This is an optimization exercise on Yosys and OpenROAD, whose aim is small area, a short achievable clock period and few clock cycles per item, not a production implementation.
Function was checked by simulation only, so behaviour that the tests miss may differ from the original.
No driver is modelled on the clock port, so clocking that relies on it looks cheaper here than on a real chip.
No activity file was given, so power comes from the tool's default toggle rates.

==> flow/design.v, too long to show whole: its modules and the start of the top module <==
// module shift_add_multiplier: 1206 lines
module shift_add_multiplier #(
    parameter OPERAND_WIDTH = 16
) (
    input logic i_clk,
    input logic i_reset,
    input logic i_operands_valid,
    input logic [OPERAND_WIDTH-1:0] i_operand_a,
    input logic [OPERAND_WIDTH-1:0] i_operand_b,
    output logic o_result_valid,
    output logic [OPERAND_WIDTH*2-1:0] o_result
);
  // ...
==> flow/run.sh <==
#!/bin/bash
# synth_recipe.tcl (not shown) runs the flow's synth.tcl, then flattens the netlist and writes it again
# the make line also repeats each setting of config.mk as NAME=value (left out here)
make -C /OpenROAD-flow-scripts/flow DESIGN_CONFIG=/design/flow/config.mk WORK_HOME=/design/flow/orfs CLKGATE_MAP_FILE= SYNTH_SCRIPT=/design/flow/synth_recipe.tcl finish
==> flow/config.mk <==
export PLATFORM = sky130hd
export DESIGN_NAME = shift_add_multiplier
export DESIGN_NICKNAME = shift_add_multiplier
export VERILOG_FILES = /design/flow/design.v
export SDC_FILE = /design/flow/constraint.sdc
export NUM_CORES = 4
export LEC_CHECK = 0
export ABC_CLOCK_PERIOD_IN_PS = 2200
export CAP_MARGIN = 20
export CORE_MARGIN = 2
export CORE_UTILIZATION = 60
export PLACE_DENSITY = 0.7
export SETUP_SLACK_MARGIN = 3.3
export SLEW_MARGIN = 20
==> flow/constraint.sdc <==
create_clock -name core_clock -period 5.5 [get_ports {i_clk}]
set_input_delay 1.1000 -clock core_clock [delete_from_list [all_inputs] [get_ports {i_clk}]]
set_output_delay 1.1000 -clock core_clock [all_outputs]
set_load 0.01 [all_outputs]
==> results.yml, run 1 <==
critical_path:
  max_stage_delay_ns: 0.39
  critPathCapture: "p_q[29]"
  reg2reg_slack_ns: 2.92
logic_synthesis:
  muxShareOfSynthArea: 0.000994
  syn_area_per_cell_um2: 9.62
  synthTopCellsByCount: "xnor2_1 (264), dfxtp_1 (167), a22oi_1 (115), nand2_1 (59), ha_1 (55)"
  yosysTopAreaCell: "dfxtp_1"
  synth_top_family_by_area: "XOR/XNOR gates"
routing:
  wl_mm: 38.0
  wl_met1_mm: 14.5
layout:
  layout_common_cells: "xnor2_1 (195), buf_4 (146), dfxtp_1 (119)"
  nClkBuffers: 20
  fin_util: 0.836
  layout_commonest_cell: "xnor2_1"
  clock_area_frac: 0.0377
  nFlopsAndLatches: 167
grt:
  gr-total-overflow: 0
  grt_use_met3: 0.0682
  track_usage: 0.299
  grtUsageMet1: 0.401
  grt.busiest_layer: "met2"
cts:
  clockRootBuffer: "clkbuf_16"
timing:
  fin_tns_setup_ns: 0
  finalSetupViolCount: 0
  tightest_slew_ns: 0.609
pwr:
  switching_share: 0.431
outcome:
  outcome: "timing/DRC/antenna clean"
floorplan:
  nWellTaps: 234
Testbench counts, summed over its fixed seeds: cycles 40,012, items 40,000.
==> run 2: changes to the inputs <==
--- a/flow/config.mk
+++ b/flow/config.mk
@@ -12,3 +12,4 @@
 export PLACE_DENSITY = 0.7
 export SETUP_SLACK_MARGIN = 3.3
 export SLEW_MARGIN = 20
+export TNS_END_PERCENT = 0
==> results.yml, run 2 <==
layout:
  layout_commonest_cell: "xnor2_1"
  multi_input_area_mm2: 0.00774
  regArea_mm2: 0.00340
  layout_common_cells: "xnor2_1 (255), dfxtp_1 (126), a22oi_1 (110)"
  drive_above_1_share: 0.144
  largestRegisters: "m_q: 92 flops, p_q: 32 flops, a_q: 16 flops"
  fin_util: 0.697
  largest_register_ffs: 92
  syn_to_final_growth_pct: 14.7
  fill_cells: 1482
  fin_nets: 1313
  diodes: 0
  finish.cell_count_without_fillers: 1436
  top_register: "m_q"
logic_synthesis:
  synth_seq_cells: 167
  yosys.area_share.simple: 0.0683
  muxShareOfSynthArea: 0.000994
  syn_nets: 1301
  synth_top_family_by_area: "XOR/XNOR gates"
  synthTopCellsByCount: "xnor2_1 (264), dfxtp_1 (167), a22oi_1 (115), nand2_1 (59), ha_1 (55)"
  yosysSeqAreaShare: 0.295
  yosysTopAreaCellShare: 0.295
  syn_area_per_cell_um2: 9.62
  synth_cell_types: 73
  synth_ff_type: "dfxtp_1"
  synth_most_common_cell: "xnor2_1"
  syn-cell-area_mm2: 0.0113
  synthTopCellsByArea: "dfxtp_1 (30%), xnor2_1 (20%), a22oi_1 (7.6%), ha_1 (6.1%), fa_1 (6.0%)"
  yosysTopAreaCell: "dfxtp_1"
  yosysWarningCount: 1
  synth-xor-area-share: 0.248
  synth-edff-count: 0
  synthCells: 1177
  synth_fa_ha_area_frac: 0.172
  synth_compound_area_frac: 0.164
  async_flop_share: 0
grt:
  grt_pass1_wl_mm: 42.7
  grt_max_degree: 26
  antenna_found_initial: 0
  track_usage: 0.273
  grt_pass1_vias: 8131
  gr-total-overflow: 0
critical_path:
  crit_arrival_ns: 2.89
  critPathCapture: "p_q[22]"
  r2r-end: "p_q[22]"
  critPathLaunch: "m_q[23]"
  cpMaxStageDelayCell: "maj3_2"
  max_stage_delay_ns: 0.35
  reg2reg_slack_ns: 2.93
  reg2reg_from: "m_q[23]"
  crit_required_ns: 5.82
  crit_chain: "maj3_2, ha_4, and4_4, o2bb2ai_4, or2_4, a221oi_4, buf_6, o21a_1, nand2b_1, buf_4, xnor2_1"
  worstPathMaxFanout: 6
  worstSetupPathType: "reg -> reg"
  ff2ff_path_depth: 11
  cp-start-kind: "register"
  crit_path_end_kind: "register"
placed_design:
  dp_hpwl_mm: 18.6
  io_buffers: 67
  gp_congestion: 0.895
  dp_cells: 1395
cts:
  clockRootBuffer: "clkbuf_16"
  cts.sinks: 167
  htreeDepth: 4
  cts_tree: "yes"
  clk_pin_slew_ns: 0.07
  clockBufferDepth: 2
  numCtsBuffers: 17
  clock_latency_ns: 0.43
routing:
  route.detailed.drc: 0
  wl_per_cell_um: 18.5
  firstDrtPassIters: 6
  drt_iter0_drc: 671
  via_per_inst: 5.89
  ant_nets: 0
  wl_mm: 26.5
  vias: 8461
timing:
  min_period_over_period: 0.467
  period_minus_slack_ns: 2.57
  finalMaxSlewViolations: 0
  relSlewSlack: 0.670
  finalSetupViolCount: 0
  fin_tns_setup_ns: 0
  rsz0062_at_grt: "yes"
  fin_hold_ws_ns: 0.449
  fmax_ghz: 0.389
  clock_skew_ns: 0.00892
  finalHoldViolCount: 0
  tightest_slew_ns: 0.491
floorplan:
  start_util: 0.608
  boundaryPins: 68
  rows: 50
  die_h_um: 141
  core_region_area_mm2: 0.0186
  die_x_um: 141
  die-area_mm2: 0.0200
pwr:
  p_total_w: 0.00957
  power_leakage_nw: 4.94
  p_per_area_mw_per_mm2: 737
  irDropWorstVdd_v: 0.000310
outcome:
  outcome: "timing/DRC/antenna clean"
flow_run:
  cap_violations: 0
worst_hold_path:
  hold_path_class: "reg -> reg"
-- run 2: changes by cell type in the layout (fill, tap and decap cells not counted), moves of 12 or more --
cell,previous run,this run
dlygate4sd2_1,33,0
ha_4,17,5
a22oi_2,58,9
a22oi_1,61,110
buf_6,23,2
ha_1,31,43
buf_4,146,13
dfxtp_4,37,1
xnor2_2,69,11
clkdlybuf4s50_1,34,67
dfxtp_2,11,40
xnor2_1,195,255
-- run 2: critical path, delay by kind of cell, from the launching register on --
family,cells,cell delay [ns]
flip-flops,1,0.34
buffers and inverters,2,0.31
XOR/XNOR,1,0.11
AND/OR/NAND/NOR,3,0.58
adder cells (fa/ha/maj),2,0.60
AO/OA/AOI/OAI,3,0.53
-- run 2: worst min-delay path by stage --
stage	depth (start not counted)	startpoint	endpoint
6_report	1	m_q[1]	p_q[0]
4_1_cts	1	m_q[1]	p_q[0]
2_1_floorplan	0	neg_q[1]	m_q[5]
3_3_place_gp	1	m_q[1]	p_q[0]
5_1_grt	1	m_q[1]	p_q[0]
3_5_place_dp	1	v1_q	v2_q
-- run 2: cell type report --
| type | instances | share of cell area |
|---|---|---|
| inverter | 49 | 0.0145 |
| clock buffer | 21 | 0.0362 |
| clock inverter | 11 | 0.00838 |
| timing repair buffer | 82 | 0.0609 |
| multi-input combinational | 872 | 0.596 |
| tap | 234 | 0.0225 |
| sequential | 167 | 0.262 |
-- run 2: metrics by stage --
stage	setup slack, ns	area (um2)
2_1_floorplan	3.12	11600
3_3_place_gp	2.69	12100
3_5_place_dp	2.65	12100
4_1_cts	2.93	12800
5_1_grt	2.84	13000
6_report	2.93	13000
-- run 2: timing repair --
action | CTS | global route
endpoints found under the setup margin | 106 | 98
buffers inserted | 7 | 2
cloned | 0 | 0
pin swaps | 16 | 18
hold buffers | 0 | 0
gates resized for setup | 60 | 29
-- run 2: kinds of logic (layout without fill, tap and decap cells) --
kind of cell / Yosys count / count (layout)
xor+xnor: 316 / 316
compound gates: 256 / 256
flops: 167 / 167
simple gates: 153 / 153
fa+ha+maj: 146 / 146
buf+inv: 138 / 163
mux: 1 / 1
-- run 2: power breakdown --
group	switching (W)	leakage, nW	total (W)	internal [W]
clock	0.000529	0.285	0.00116	0.000632
combinational	0.00326	3.24	0.00639	0.00313
sequential	0.000321	1.41	0.00202	0.00169
-- run 2: layer usage --
metal	track usage	vias to the layer above	share of wire
met5	0	-	0
met2	0.398	363	0.43
li1	-	4057	-
met4	0.0900	0	0.019
met1	0.403	3997	0.47
met3	0.0560	44	0.078
==> run 3: changes to the inputs <==
--- a/flow/config.mk
+++ b/flow/config.mk
@@ -10,6 +10,4 @@
 export CORE_MARGIN = 2
 export CORE_UTILIZATION = 60
 export PLACE_DENSITY = 0.7
-export SETUP_SLACK_MARGIN = 3.3
 export SLEW_MARGIN = 20
-export TNS_END_PERCENT = 0
==> results.yml, run 3 <==
outcome:
  outcome: "timing/DRC/antenna clean"
logic_synthesis:
  synthCells: 1177
  synth_top_family_by_area: "XOR/XNOR gates"
  synth_seq_cells: 167
  yosysTopAreaCellShare: 0.295
  synth_most_common_cell: "xnor2_1"
  synth_fa_ha_area_frac: 0.172
  syn_nets: 1301
  synthTopCellsByCount: "xnor2_1 (264), dfxtp_1 (167), a22oi_1 (115), nand2_1 (59), ha_1 (55)"
  synth_compound_area_frac: 0.164
  synthTopCellsByArea: "dfxtp_1 (30%), xnor2_1 (20%), a22oi_1 (7.6%), ha_1 (6.1%), fa_1 (6.0%)"
  yosysSeqAreaShare: 0.295
  synth-edff-count: 0
  yosysTopAreaCell: "dfxtp_1"
  syn_area_per_cell_um2: 9.62
  synth_ff_type: "dfxtp_1"
  synth-xor-area-share: 0.248
  yosysWarningCount: 1
  synth_cell_types: 73
  syn-cell-area_mm2: 0.0113
  yosys.area_share.simple: 0.0683
  muxShareOfSynthArea: 0.000994
  async_flop_share: 0
placed_design:
  dp_cells: 1394
  gp_congestion: 0.902
  dp_hpwl_mm: 18.2
  io_buffers: 67
grt:
  gr-total-overflow: 0
  grt_max_degree: 26
  grt_pass1_wl_mm: 41.4
  antenna_found_initial: 0
  track_usage: 0.264
  grt_pass1_vias: 7775
critical_path:
  worstPathMaxFanout: 20
  crit_arrival_ns: 3.35
  critPathLaunch: "neg_q[7]"
  max_stage_delay_ns: 0.90
  ff2ff_path_depth: 9
  cp_num_cells: 9
  cpMaxStageDelayCell: "dfxtp_1"
  cp-start-kind: "register"
  crit_required_ns: 5.83
  critPathCapture: "m_q[56]"
  reg2reg_slack_ns: 2.49
  critical-path-top-delay-family: "adder cells"
  r2r-end: "m_q[56]"
  crit_path_end_kind: "register"
  worstSetupPathType: "reg -> reg"
  crit_chain: "buf_4, nand2_1, fa_1, xnor2_1, nor2_1, nand2b_1, xnor2_1, fa_1, inv_1"
  critPathBufInv: 2
  reg2reg_from: "neg_q[7]"
timing:
  finalMaxSlewViolations: 0
  finalHoldViolCount: 0
  clock_skew_ns: 0.00860
  rsz0062_at_grt: "no"
  fin_tns_setup_ns: 0
  tightest_slew_ns: 0.892
  min_period_over_period: 0.548
  finalSetupViolCount: 0
  relSlewSlack: 0.405
  period_minus_slack_ns: 3.01
  fmax_ghz: 0.332
cts:
  numCtsBuffers: 17
  clockRootBuffer: "clkbuf_16"
  clock_latency_ns: 0.44
  postCtsSetupRepairBufs: 0
  cts_tree: "yes"
  post_cts_resized: 0
  hold_buffers: 0
  clockBufferDepth: 2
  htreeDepth: 4
  cts.sinks: 167
  clk_pin_slew_ns: 0.07
floorplan:
  core_region_area_mm2: 0.0186
  rows: 50
  start_util: 0.608
  die_x_um: 141
  die_h_um: 141
  boundaryPins: 68
  die-area_mm2: 0.0200
layout:
  drive_above_1_share: 0.0596
  layout_common_cells: "xnor2_1 (264), dfxtp_1 (167), a22oi_1 (115)"
  layout_commonest_cell: "xnor2_1"
  finish.cell_count_without_fillers: 1426
  top_register: "m_q"
  syn_to_final_growth_pct: 10.9
  diodes: 0
  largestRegisters: "m_q: 92 flops, p_q: 32 flops, a_q: 16 flops"
  largest_register_ffs: 92
  fin_nets: 1303
pwr:
  power_leakage_nw: 4.83
  p_total_w: 0.00893
  irDropWorstVdd_v: 0.000335
  p_per_area_mw_per_mm2: 711
worst_hold_path:
  hold_path_class: "reg -> reg"
routing:
  drt_iter0_drc: 685
  ant_nets: 0
  vias: 8395
  wl_mm: 26.1
  route.detailed.drc: 0
  via_per_inst: 5.89
  firstDrtPassIters: 5
  wl_per_cell_um: 18.3
flow_run:
  cap_violations: 0
-- run 3: how the worst min path moves through the flow --
| stage | startpoint | endpoint | slack [ns] | cells after the start |
|---|---|---|---|---|
| after floorplan | neg_q[1] | m_q[5] | 0.37 | 0 |
| after global placement | m_q[1] | p_q[0] | 0.43 | 1 |
| after detailed placement | v0_q | v1_q | 0.43 | 1 |
| after CTS | m_q[1] | p_q[0] | 0.44 | 1 |
| after global routing | m_q[1] | p_q[0] | 0.45 | 1 |
| final | v1_q | v2_q | 0.44 | 1 |
-- run 3: stage by stage --
stage / setup slack, ns / area (um2) / hold WS, ns / util
after floorplan: 2.63 / 11300 / 0.369 / -
after global placement: 2.55 / 11900 / 0.428 / 0.640
after detailed placement: 2.49 / 11900 / 0.428 / 0.640
after CTS: 2.48 / 12600 / 0.445 / 0.674
after global routing: 2.34 / 12600 / 0.448 / 0.674
final: 2.49 / 12600 / 0.444 / 0.674
-- run 3: where the power goes --
| group | internal [W] | switching [W] |
|---|---|---|
| Combinational | 0.00270 | 0.00298 |
| Sequential | 0.00169 | 0.000312 |
| Clock | 0.000720 | 0.000530 |
-- run 3: metal layers --
layer / up-vias / GRT usage / wire length, um
met5: - / 0 / 0
met3: 44 / 0.0466 / 2010
li1: 4035 / - / -
met4: 0 / 0.0916 / 488
met2: 362 / 0.393 / 11300
met1: 3954 / 0.387 / 12300
-- run 3: area by class of cell --
type	count	area, um2
Tap cell	234	293
Fill cell	1504	6080
Sequential cell	167	3340
Clock inverter	12	161
Multi-Input combinational cell	872	7400
Timing Repair Buffer	72	708
Inverter	49	189
Clock buffer	20	467
-- run 3: cell families after synthesis --
kind of cell	Yosys count
xor+xnor	316
compound gates	256
flops	167
simple gates	153
fa+ha+maj	146
buf+inv	138
mux	1
-- run 3: worst register-to-register path, stage by stage, from the launching register on --
cell      delay (ns)
dfxtp_1         0.90
buf_4           0.34
nand2_1         0.09
fa_1            0.47
xnor2_1         0.22
nor2_1          0.08
nand2b_1        0.17
xnor2_1         0.14
fa_1            0.48
inv_1           0.04
==> run 4: changes to the inputs <==
==> flow/flow/run.sh (new file) <==
#!/bin/bash
# Own layout flow: the standard flow (standard.sh: the standard synthesis
# and ORFS steps unchanged) with these settings:
#  - port buffers are sky130_fd_sc_hd__buf_2 cells instead of the delay cells
#    buffer_ports picks by default;
#  - clock tree: clkbuf_8 buffers and no dummy load cells;
#  - after clock tree synthesis, flow/post_cts.tcl downsizes cells where that
#    leaves the worst setup slack unchanged (area recovery, same logic).
# standard.sh's full output goes to standard_flow.log; ORFS keeps each step's
# log under orfs/logs/.
set -euo pipefail
here=$(pwd)
bash standard.sh \
  "BUFFER_PORTS_ARGS=-buffer_cell sky130_fd_sc_hd__buf_2" \
  "CTS_ARGS=-sink_clustering_enable -repair_clock_nets -dont_use_dummy_load -buf_list sky130_fd_sc_hd__clkbuf_8" \
  "POST_CTS_TCL=$here/flow/post_cts.tcl" \
  finish > standard_flow.log 2>&1
==> flow/flow/post_cts.tcl (new file) <==
# POST_CTS hook: area recovery by downsizing cells whose smaller drive
# strength leaves the worst slack unchanged (see sizer.tcl).
source [file join [file dirname [info script]] sizer.tcl]
set sz_period [get_property [lindex [all_clocks] 0] period]
estimate_parasitics -placement
puts "sizer start: period [format %.3f [expr {$sz_period - [sz_wns]}]] area [format %.0f [sz_area]]"
sz_down 0.05
check_placement -verbose
puts "sizer end: period [format %.3f [expr {$sz_period - [sz_wns]}]] area [format %.0f [sz_area]]"
==> flow/flow/sizer.tcl (new file) <==

proc sz_base {name} {
  regsub {_[0-9]+$} $name "" b
  return $b
}

proc sz_wns {} {
  return [expr {[sta::worst_slack_cmd max] * 1e9}]
}

# replace_cell drops the parasitics of the nets on the cell; estimate them again
proc sz_swap {iname cell} {
  replace_cell $iname $cell
  estimate_parasitics -placement
}

proc sz_area {} {
  return [expr {[rsz::design_area] * 1e12}]
}

# families: base name -> list of lib cell names
global sz_fam sz_area_of
set sz_fam [dict create]
set sz_area_of [dict create]
foreach lc [get_lib_cells *] {
  set n [get_name $lc]
  if {![string match sky130_fd_sc_hd__* $n]} { continue }
  if {[string match *lpflow* $n] || [string match *probe* $n]} { continue }
  dict lappend sz_fam [sz_base $n] $n
  dict set sz_area_of $n [get_property $lc area]
}

proc sz_alts {inst} {
  global sz_fam
  if {[string match clk* [get_full_name $inst]]} { return {} }
  set cur [get_property $inst ref_name]
  set b [sz_base $cur]
  if {![dict exists $sz_fam $b]} { return {} }
  if {[string match *clkbuf* $b] || [string match *clkinv* $b] || [string match *tap* $b] || [string match *fill* $b] || [string match *conb* $b]} { return {} }
  set r {}
  foreach n [dict get $sz_fam $b] { if {$n ne $cur} { lappend r $n } }
  return $r
}

proc sz_cost {period} {
  return [expr {[sz_area] * $period}]
}

proc sz_path_insts {pe} {
  set r {}
  foreach p [get_property $pe points] {
    set pin [get_property $p pin]
    if {[get_property $pin direction] ne "output"} { continue }
    set c [get_cells -quiet -of_objects $pin]
    if {$c eq ""} { continue }
    lappend r [get_full_name $c]
  }
  return [lsort -unique $r]
}

proc sz_endpoint_slack {ep} {
  set pe [find_timing_paths -to $ep -group_path_count 1]
  return [get_property $pe slack]
}

# upsizing along the worst path
proc sz_up {clk_period max_moves} {
  global sz_area_of
  set moves {}
  set best_cost [sz_cost [expr {$clk_period - [sz_wns]}]]
  set best_n 0
  set stall 0
  for {set it 0} {$it < $max_moves} {incr it} {
    set wns [sz_wns]
    set pe [find_timing_paths -group_path_count 1 -sort_by_slack]
    set ep [get_full_name [get_property $pe endpoint]]
    set eps [get_property $pe slack]
    set best {}
    set best_gain 0.0
    foreach iname [sz_path_insts $pe] {
      set inst [get_cells $iname]
      set cur [get_property $inst ref_name]
      foreach alt [sz_alts $inst] {
        sz_swap $iname $alt
        set nw [sz_wns]
        if {$nw >= $wns - 1e-4} {
          set ns [sz_endpoint_slack [get_pins $ep]]
          set da [expr {[dict get $sz_area_of $alt] - [dict get $sz_area_of $cur]}]
          set gain [expr {($ns - $eps) / (abs($da) + 1.0)}]
          if {$ns > $eps + 0.001 && $gain > $best_gain} {
            set best_gain $gain
            set best [list $iname $cur $alt]
          }
        }
        sz_swap $iname $cur
      }
    }
    if {$best eq {}} { break }
    sz_swap [lindex $best 0] [lindex $best 2]
    lappend moves $best
    set c [sz_cost [expr {$clk_period - [sz_wns]}]]
    if {$c < $best_cost - 1e-6} {
      set best_cost $c
      set best_n [llength $moves]
    }
  }
  # undo the moves after the best point
  for {set i [expr {[llength $moves] - 1}]} {$i >= $best_n} {incr i -1} {
    set m [lindex $moves $i]
    sz_swap [lindex $m 0] [lindex $m 1]
  }
  puts "sizer up: [llength $moves] moves tried, kept $best_n, period [format %.3f [expr {$clk_period - [sz_wns]}]] area [format %.0f [sz_area]]"
}

# downsizing cells whose change leaves the worst slack as it is
proc sz_through_slack {iname} {
  set pins [get_pins -quiet -of_objects [get_cells $iname] -filter "direction==output"]
  if {$pins eq ""} { return 1e9 }
  set pe [find_timing_paths -through $pins -group_path_count 1]
  if {$pe eq ""} { return 1e9 }
  return [get_property $pe slack]
}

proc sz_down {{guard 0.05}} {
  global sz_area_of
  set wns [sz_wns]
  set n 0
  set insts {}
  foreach inst [get_cells *] {
    if {[sz_alts $inst] eq {}} { continue }
    lappend insts [get_full_name $inst]
  }
  foreach iname $insts {
    set inst [get_cells $iname]
    set cur [get_property $inst ref_name]
    set ca [dict get $sz_area_of $cur]
    # smaller alternatives, smallest first
    set cands {}
    foreach alt [sz_alts $inst] {
      set a [dict get $sz_area_of $alt]
      if {$a < $ca} { lappend cands [list $a $alt] }
    }
    foreach c [lsort -real -index 0 $cands] {
      set alt [lindex $c 1]
      sz_swap $iname $alt
      if {[sz_wns] >= $wns - 1e-4 && [sz_through_slack $iname] >= $wns + $guard} {
        incr n
        break
      }
      sz_swap $iname $cur
    }
  }
  puts "sizer down: $n cells downsized, area [format %.0f [sz_area]]"
}
==> flow/standard.sh (new file) <==
#!/bin/bash
# synth_recipe.tcl (not shown) runs the flow's synth.tcl, then flattens the netlist and writes it again
# the make line also repeats each setting of config.mk as NAME=value (left out here)
make -C /OpenROAD-flow-scripts/flow DESIGN_CONFIG=/design/flow/config.mk WORK_HOME=/design/flow/orfs CLKGATE_MAP_FILE= SYNTH_SCRIPT=/design/flow/synth_recipe.tcl "${@:-finish}"
--- a/flow/config.mk
+++ b/flow/config.mk
@@ -5,9 +5,11 @@
 export SDC_FILE = /design/flow/constraint.sdc
 export NUM_CORES = 4
 export LEC_CHECK = 0
-export ABC_CLOCK_PERIOD_IN_PS = 2200
+export ABC_AREA = 1
 export CAP_MARGIN = 20
 export CORE_MARGIN = 2
 export CORE_UTILIZATION = 60
 export PLACE_DENSITY = 0.7
+export SETUP_SLACK_MARGIN = 3.5
 export SLEW_MARGIN = 20
+export TNS_END_PERCENT = 0
removed: flow/run.sh
==> results.yml, run 4 <==
layout:
  fill_cells: 1744
  drive_above_1_share: 0.143
  largest_register_ffs: 92
  layout_common_cells: "nand2_1 (429), inv_1 (157), xor2_1 (154)"
  diodes: 0
  layout_commonest_cell: "nand2_1"
  top_register: "m_q"
  fin_util: 0.686
  syn_to_final_growth_pct: 13.4
  largestRegisters: "m_q: 92 flops, p_q: 32 flops, a_q: 16 flops"
  fin_nets: 1834
routing:
  ant_nets: 0
  via_per_inst: 5.61
  route.detailed.drc: 0
  wl_per_cell_um: 17.5
  vias: 11100
  drt_iter0_drc: 1083
  wl_mm: 34.5
  firstDrtPassIters: 7
timing:
  tightest_slew_ns: 0.422
  clock_skew_ns: 0.0360
  finalMaxSlewViolations: 0
  min_period_over_period: 0.432
  finalSetupViolCount: 0
  period_minus_slack_ns: 2.38
  finalHoldViolCount: 0
  rsz0062_at_grt: "yes"
  fmax_ghz: 0.421
  fin_tns_setup_ns: 0
  relSlewSlack: 0.719
cts:
  cts.sinks: 167
  cts_tree: "yes"
  clock_latency_ns: 0.47
  clk_pin_slew_ns: 0.11
grt:
  grt_pass1_vias: 10300
  grt_pass1_wl_mm: 53.8
  gr-total-overflow: 0
  antenna_found_initial: 0
  grt_max_degree: 22
  track_usage: 0.342
flow_run:
  cap_violations: 0
pwr:
  power_leakage_nw: 6.40
  p_per_area_mw_per_mm2: 580
  irDropWorstVdd_v: 0.000358
critical_path:
  cpMaxStageDelayCell: "fa_1"
  reg2reg_slack_ns: 3.12
  cp-start-kind: "register"
  worstPathMaxFanout: 8
  crit_arrival_ns: 2.72
  crit_path_end_kind: "register"
  cp_common_cell: "fa_1"
  max_stage_delay_ns: 0.48
  worstSetupPathType: "reg -> reg"
  crit_chain: "clkinvlp_4, buf_4, o22ai_2, xor2_1, fa_1, inv_1, fa_1, nand3_1, nand2_1"
  crit_required_ns: 5.85
floorplan:
  boundaryPins: 68
  die-area_mm2: 0.0206
  rows: 51
  die_h_um: 143
  core_region_area_mm2: 0.0193
  start_util: 0.605
  die_x_um: 143
logic_synthesis:
  synth_most_common_cell: "nand2_1"
  syn-cell-area_mm2: 0.0117
  synthCells: 1606
  syn_area_per_cell_um2: 7.26
  yosysTopAreaCellShare: 0.287
  yosysWarningCount: 1
  synth_seq_cells: 167
  synth-edff-count: 0
  synthTopCellsByCount: "nand2_1 (437), inv_1 (178), dfxtp_1 (167), xor2_1 (164), o22ai_1 (107)"
  syn_nets: 1730
  yosysTopAreaCell: "dfxtp_1"
  synth_cell_types: 43
  async_flop_share: 0
  synthTopCellsByArea: "dfxtp_1 (29%), nand2_1 (14%), xor2_1 (12%), ha_1 (5.9%), fa_1 (5.8%)"
  synth_ff_type: "dfxtp_1"
  yosysSeqAreaShare: 0.287
placed_design:
  gp_congestion: 1.03
  dp_hpwl_mm: 25.1
  io_buffers: 67
worst_hold_path:
  hold_path_class: "reg -> reg"
outcome:
  outcome: "timing/DRC/antenna clean"
## run 4: layout make-up
type | count | area [um2] | share of cell area
sequential | 167 | 3420 | 0.259
inverter | 199 | 831 | 0.0628
clock buffer | 17 | 234 | 0.0177
multi-input combinational | 1193 | 7780 | 0.588
tap | 265 | 332 | 0.0251
timing repair buffer | 132 | 627 | 0.0474
## run 4: where the power goes
part	switching, W	total [W]	leakage, nW	internal, W
clock network	0.000411	0.000685	0.122	0.000274
registers	0.000221	0.00188	1.41	0.00166
logic	0.00319	0.00510	4.87	0.00191
## run 4: kinds of logic after synthesis
| kind of cell | count (synthesis) | synth area share |
|---|---|---|
| adders and majority gates | 94 | 0.122 |
| and+or+nand+nor | 661 | 0.231 |
| muxes | 7 | 0.00676 |
| xor gates and xnor gates | 187 | 0.141 |
| buffers and inverters | 246 | 0.0854 |
| DFF | 167 | 0.287 |
| AOI/OAI and AO/OA | 244 | 0.127 |
## run 4: path summary, 6_finish.rpt
check | cells after the start | startpoint | to
min | 2 | v0_q | v1_q
max | 9 | two_q[4] | m_q[67]
min reg2reg | 2 | v0_q | v1_q
max reg2reg | 9 | two_q[4] | m_q[67]
## run 4: stage by stage
step / hold slack (ns) / area, um2 / worst slack, ns / power [W] / cells
2_1_floorplan: 0.373 / 11900 / 3.38 / 0.00520 / 1606
3_3_place_gp: 0.391 / 12200 / 2.67 / 0.00638 / 1893
3_5_place_dp: 0.399 / 12200 / 2.54 / 0.00641 / 1893
5_1_grt: 0.442 / 13200 / 3.06 / 0.00835 / 1973
6_report: 0.412 / 13200 / 3.12 / 0.00767 / 1973
## run 4: critical path, delay by kind of cell, from the launching register on
| family | cells | cell delay [ns] |
|---|---|---|
| XOR/XNOR | 1 | 0.21 |
| AND/OR/NAND/NOR | 2 | 0.16 |
| buffers and inverters | 3 | 0.42 |
| flip-flops | 1 | 0.41 |
| adder cells (fa/ha/maj) | 2 | 0.93 |
| AO/OA/AOI/OAI | 1 | 0.15 |
## run 4: per-layer routing
| metal | vias up | share of wire | track usage |
|---|---|---|---|
| met5 | - | 0 | 0 |
| met4 | 0 | 0.063 | 0.198 |
| met3 | 170 | 0.089 | 0.0843 |
| met2 | 575 | 0.44 | 0.540 |
| met1 | 4929 | 0.41 | 0.425 |
| li1 | 5402 | - | - |

-- afterwards: timing with drivers on the ports --
Ports are ideal in the flow. The routed layouts listed here were re-timed in OpenROAD.
Step 1 assumes that a clkbuf_16 drives the clock port and a buf_2 every other input.
Step 2 moves the port delays by t, midway between the first and last clock arrival at a register: inputs arrive t later, outputs are due t later. That takes back most of the time a late clock gives input paths.
Slacks: no drivers / after step 1 / after step 2; pairs: no drivers / after step 1.
| run | shift t [ns] | setup slack, ns | hold WS [ns] |
|---|---|---|---|
| run 1 | 0.479 | 2.919 / 2.919 / 2.919 | 0.440 / 0.440 / 0.440 |
| run 2 | 0.472 | 2.932 / 2.932 / 2.932 | 0.449 / 0.449 / 0.449 |
| run 3 | 0.477 | 2.487 / 2.487 / 2.487 | 0.444 / 0.444 / 0.444 |
| run 4 | 0.498 | 3.124 / 3.124 / 3.124 | 0.412 / 0.412 / 0.412 |
After both steps every run listed still meets setup and hold.
